Background: an optimization exercise with open tools, aiming at small area, a short achievable clock period and few clock cycles. Do not read the settings as production practice. Where RTL was checked, it was by simulation tests only, not by an equivalence proof against the original. Power is estimated from default activity; no workload was simulated.

==> flow/design.v (excerpt) <==
module is_prime
#(
    parameter WIDTH = 32
) (
    input clk,
    input rst_n,
    input valid_i,
    output ready_i,
    input [WIDTH-1:0] number,
    output reg result,
    output valid_o,
    input ready_o
);
    localparam K  = 2;           
    localparam NC = 17;          
    localparam M  = K * NC;      
    localparam W  = 34;          
    localparam S_IDLE  = 0,
               S_CLASS = 1,
               S_SETUP = 2,      
               S_FIX   = 3,      
               S_MUL   = 4,      
               S_CONV  = 5,      
               S_DBL   = 6,      
               S_CHK   = 7,      
               S_DONE  = 8,
               S_HORN  = 9,      
               S_CHKW  = 10;     
    localparam NS = 11;
    localparam [1:0] OP_SQR  = 2'd0,     
                     OP_SQRC = 2'd1,     
                     OP_CHK  = 2'd3;     
    reg [NS-1:0] st;
    reg [1:0]   op;
    reg [31:0]  n;
    reg [34:0]  x;           
    reg [32:0]  ar;          
    reg [W-1:0] sr, cr;      
    reg         ci;
    reg [K-1:0] ab;          
    reg [5:0]   cnt;
    reg [4:0]   e;           
    reg [4:0]   spos;        
    reg [4:0]   tpos;        
    reg [1:0]   base;        
    reg [1:0]   r3;
  ...
export LEC_CHECK = 0
export ABC_CLOCK_PERIOD_IN_PS = 3000
export CAP_MARGIN = 20
export CORE_MARGIN = 2
export CORE_UTILIZATION = 40
export SETUP_SLACK_MARGIN = 1.3
export SLEW_MARGIN = 20
create_clock -name core_clock -period 5.0 [get_ports {clk}]
run.sh (not shown) runs the stock make flow with config.mk's settings and CLKGATE_MAP_FILE= SYNTH_SCRIPT=/design/flow/synth_recipe.tcl, a recipe that flattens the netlist after the stock synthesis.
The first run completed without violations.
Testbench counts at the start, summed over its fixed seeds: cycles 37,394.
Edit:
CTS_BUF_LIST = sky130_fd_sc_hd__clkbuf_8   (was unset)
CTS_CLUSTER_DIAMETER = 60   (was unset)
CTS_CLUSTER_SIZE = 16   (was unset)
SETUP_SLACK_MARGIN = 1.7   (was 1.3)
Register-to-register slack gains 170 ps; power rose by 0.36%; clock skew rose by 15 ps.
Edit:
SETUP_SLACK_MARGIN = 1.3   (was 1.7)
Effect: The changed run finished with timing, DRC and antenna clean; core utilization decreases by 2.0 points; clock skew is about the same; synthesized cell count does not change; via count came out lower by 3.0%.
Edit:
CTS_BUF_LIST = unset   (was sky130_fd_sc_hd__clkbuf_8)
CTS_CLUSTER_DIAMETER = unset   (was 60)
CTS_CLUSTER_SIZE = unset   (was 16)
SETUP_SLACK_MARGIN = 1.5   (was 1.3)
The new run produced a clean layout. Clock skew came out lower by 5.3 ps. Count of clock-buffer cells in the layout climbs by 3. Cell count goes up by about 0.9%. Total power goes up by about 9%. Cell area rose by about 3.4%. Routed wire length is higher by 1.2%. Combinational power came out higher by 5.9%. Core utilization rises by 1.5 points. Critical path depth is higher by 3.

* * *

Setup of the baseline:
Another version of the RTL of is_prime (not shown whole).
Size in the first run: roughly 250 flip-flops, about 39 I/O pins, ~0.017 mm2 of cells after synthesis.
Design is_prime, start of the top module:
module is_prime
#(
    parameter WIDTH = 32
) (
    input clk,
    input rst_n,
    input valid_i,
    output ready_i,
    input [WIDTH-1:0] number,
    output reg result,
    output valid_o,
    input ready_o
);
clock: 5.0 ns
lec_check: 0
abc_clock_period_in_ps: 3000
cap_margin: 20
core_margin: 2
core_utilization: 40
setup_slack_margin: 1.3
slew_margin: 20
#### Input delta (the candidate over the baseline)
# the baseline
export LEC_CHECK = 0
export ABC_CLOCK_PERIOD_IN_PS = 3000
export CAP_MARGIN = 20
export CORE_MARGIN = 2
export CORE_UTILIZATION = 40
export SETUP_SLACK_MARGIN = 1.3
export SLEW_MARGIN = 20
create_clock -name core_clock -period 5.0 [get_ports {clk}]
# the candidate
export LEC_CHECK = 0
export ABC_CLOCK_PERIOD_IN_PS = 3000
export CAP_MARGIN = 20
export CORE_MARGIN = 2
export CORE_UTILIZATION = 40
export SETUP_SLACK_MARGIN = 1.0
export SLEW_MARGIN = 20
create_clock -name core_clock -period 5.0 [get_ports {clk}]
Results
- Proportion of power drawn by flip-flops and latches up 0.2 points in the candidate wrt the baseline
- The candidate vs the baseline, share of power burned in combinational logic went down by 1.3 points.
- On power: the candidate sits above the baseline.
- met2 usage was higher in the baseline than in the candidate.
- Status: global-route wire length before repair parity (the candidate, the baseline)
- Compared with the baseline, the candidate shows a global routing usage on met3 that is 0.57 points higher.
- The candidate vs the baseline — power in the clock group climbed by a few percent
- The candidate | status: complete | timing, DRC, antenna: pass
- There was hardly any difference in post-route cell area between the baseline and the candidate.
- Between the baseline and the candidate, the area growth from synthesis to final layout is lower for the candidate.
Function was not checked in any run of this note: the RTL went through the layout flow alone.

what the ideal ports hide:
In the flow no input, the clock included, has a driving cell. The finished layouts below were timed again as built, in two steps. Step 1, drivers: a clkbuf_16 drives clk and a buf_2 each remaining input, both assumed. Step 2 moves the port delays by t, midway between the first and last clock arrival at a register: inputs arrive t later, outputs are due t later. That takes back most of the time a late clock gives input paths. Three values: ideal, step 1, step 2; two values: the first two.
run	t, ns	slack for setup (ns)	worst data-port slew with drivers (ns)
the first run of note 1	0.619	1.514 / 1.514 / 1.514	0.04
the second run of note 1	0.677	1.684 / 1.684 / 1.426	0.04
the third run of note 1	0.679	1.506 / 1.506 / 1.506	0.04
the fourth run of note 1	0.621	1.597 / 1.597 / 1.563	0.04
the baseline	0.633	1.494 / 1.494 / 1.056	0.06
the candidate	0.627	1.239 / 1.239 / 0.986	0.06
After both steps setup and hold are still met in every run listed. The setup slack of the baseline, which loses most, moves by 0.000 ns with the drivers and by -0.438 ns with both steps.
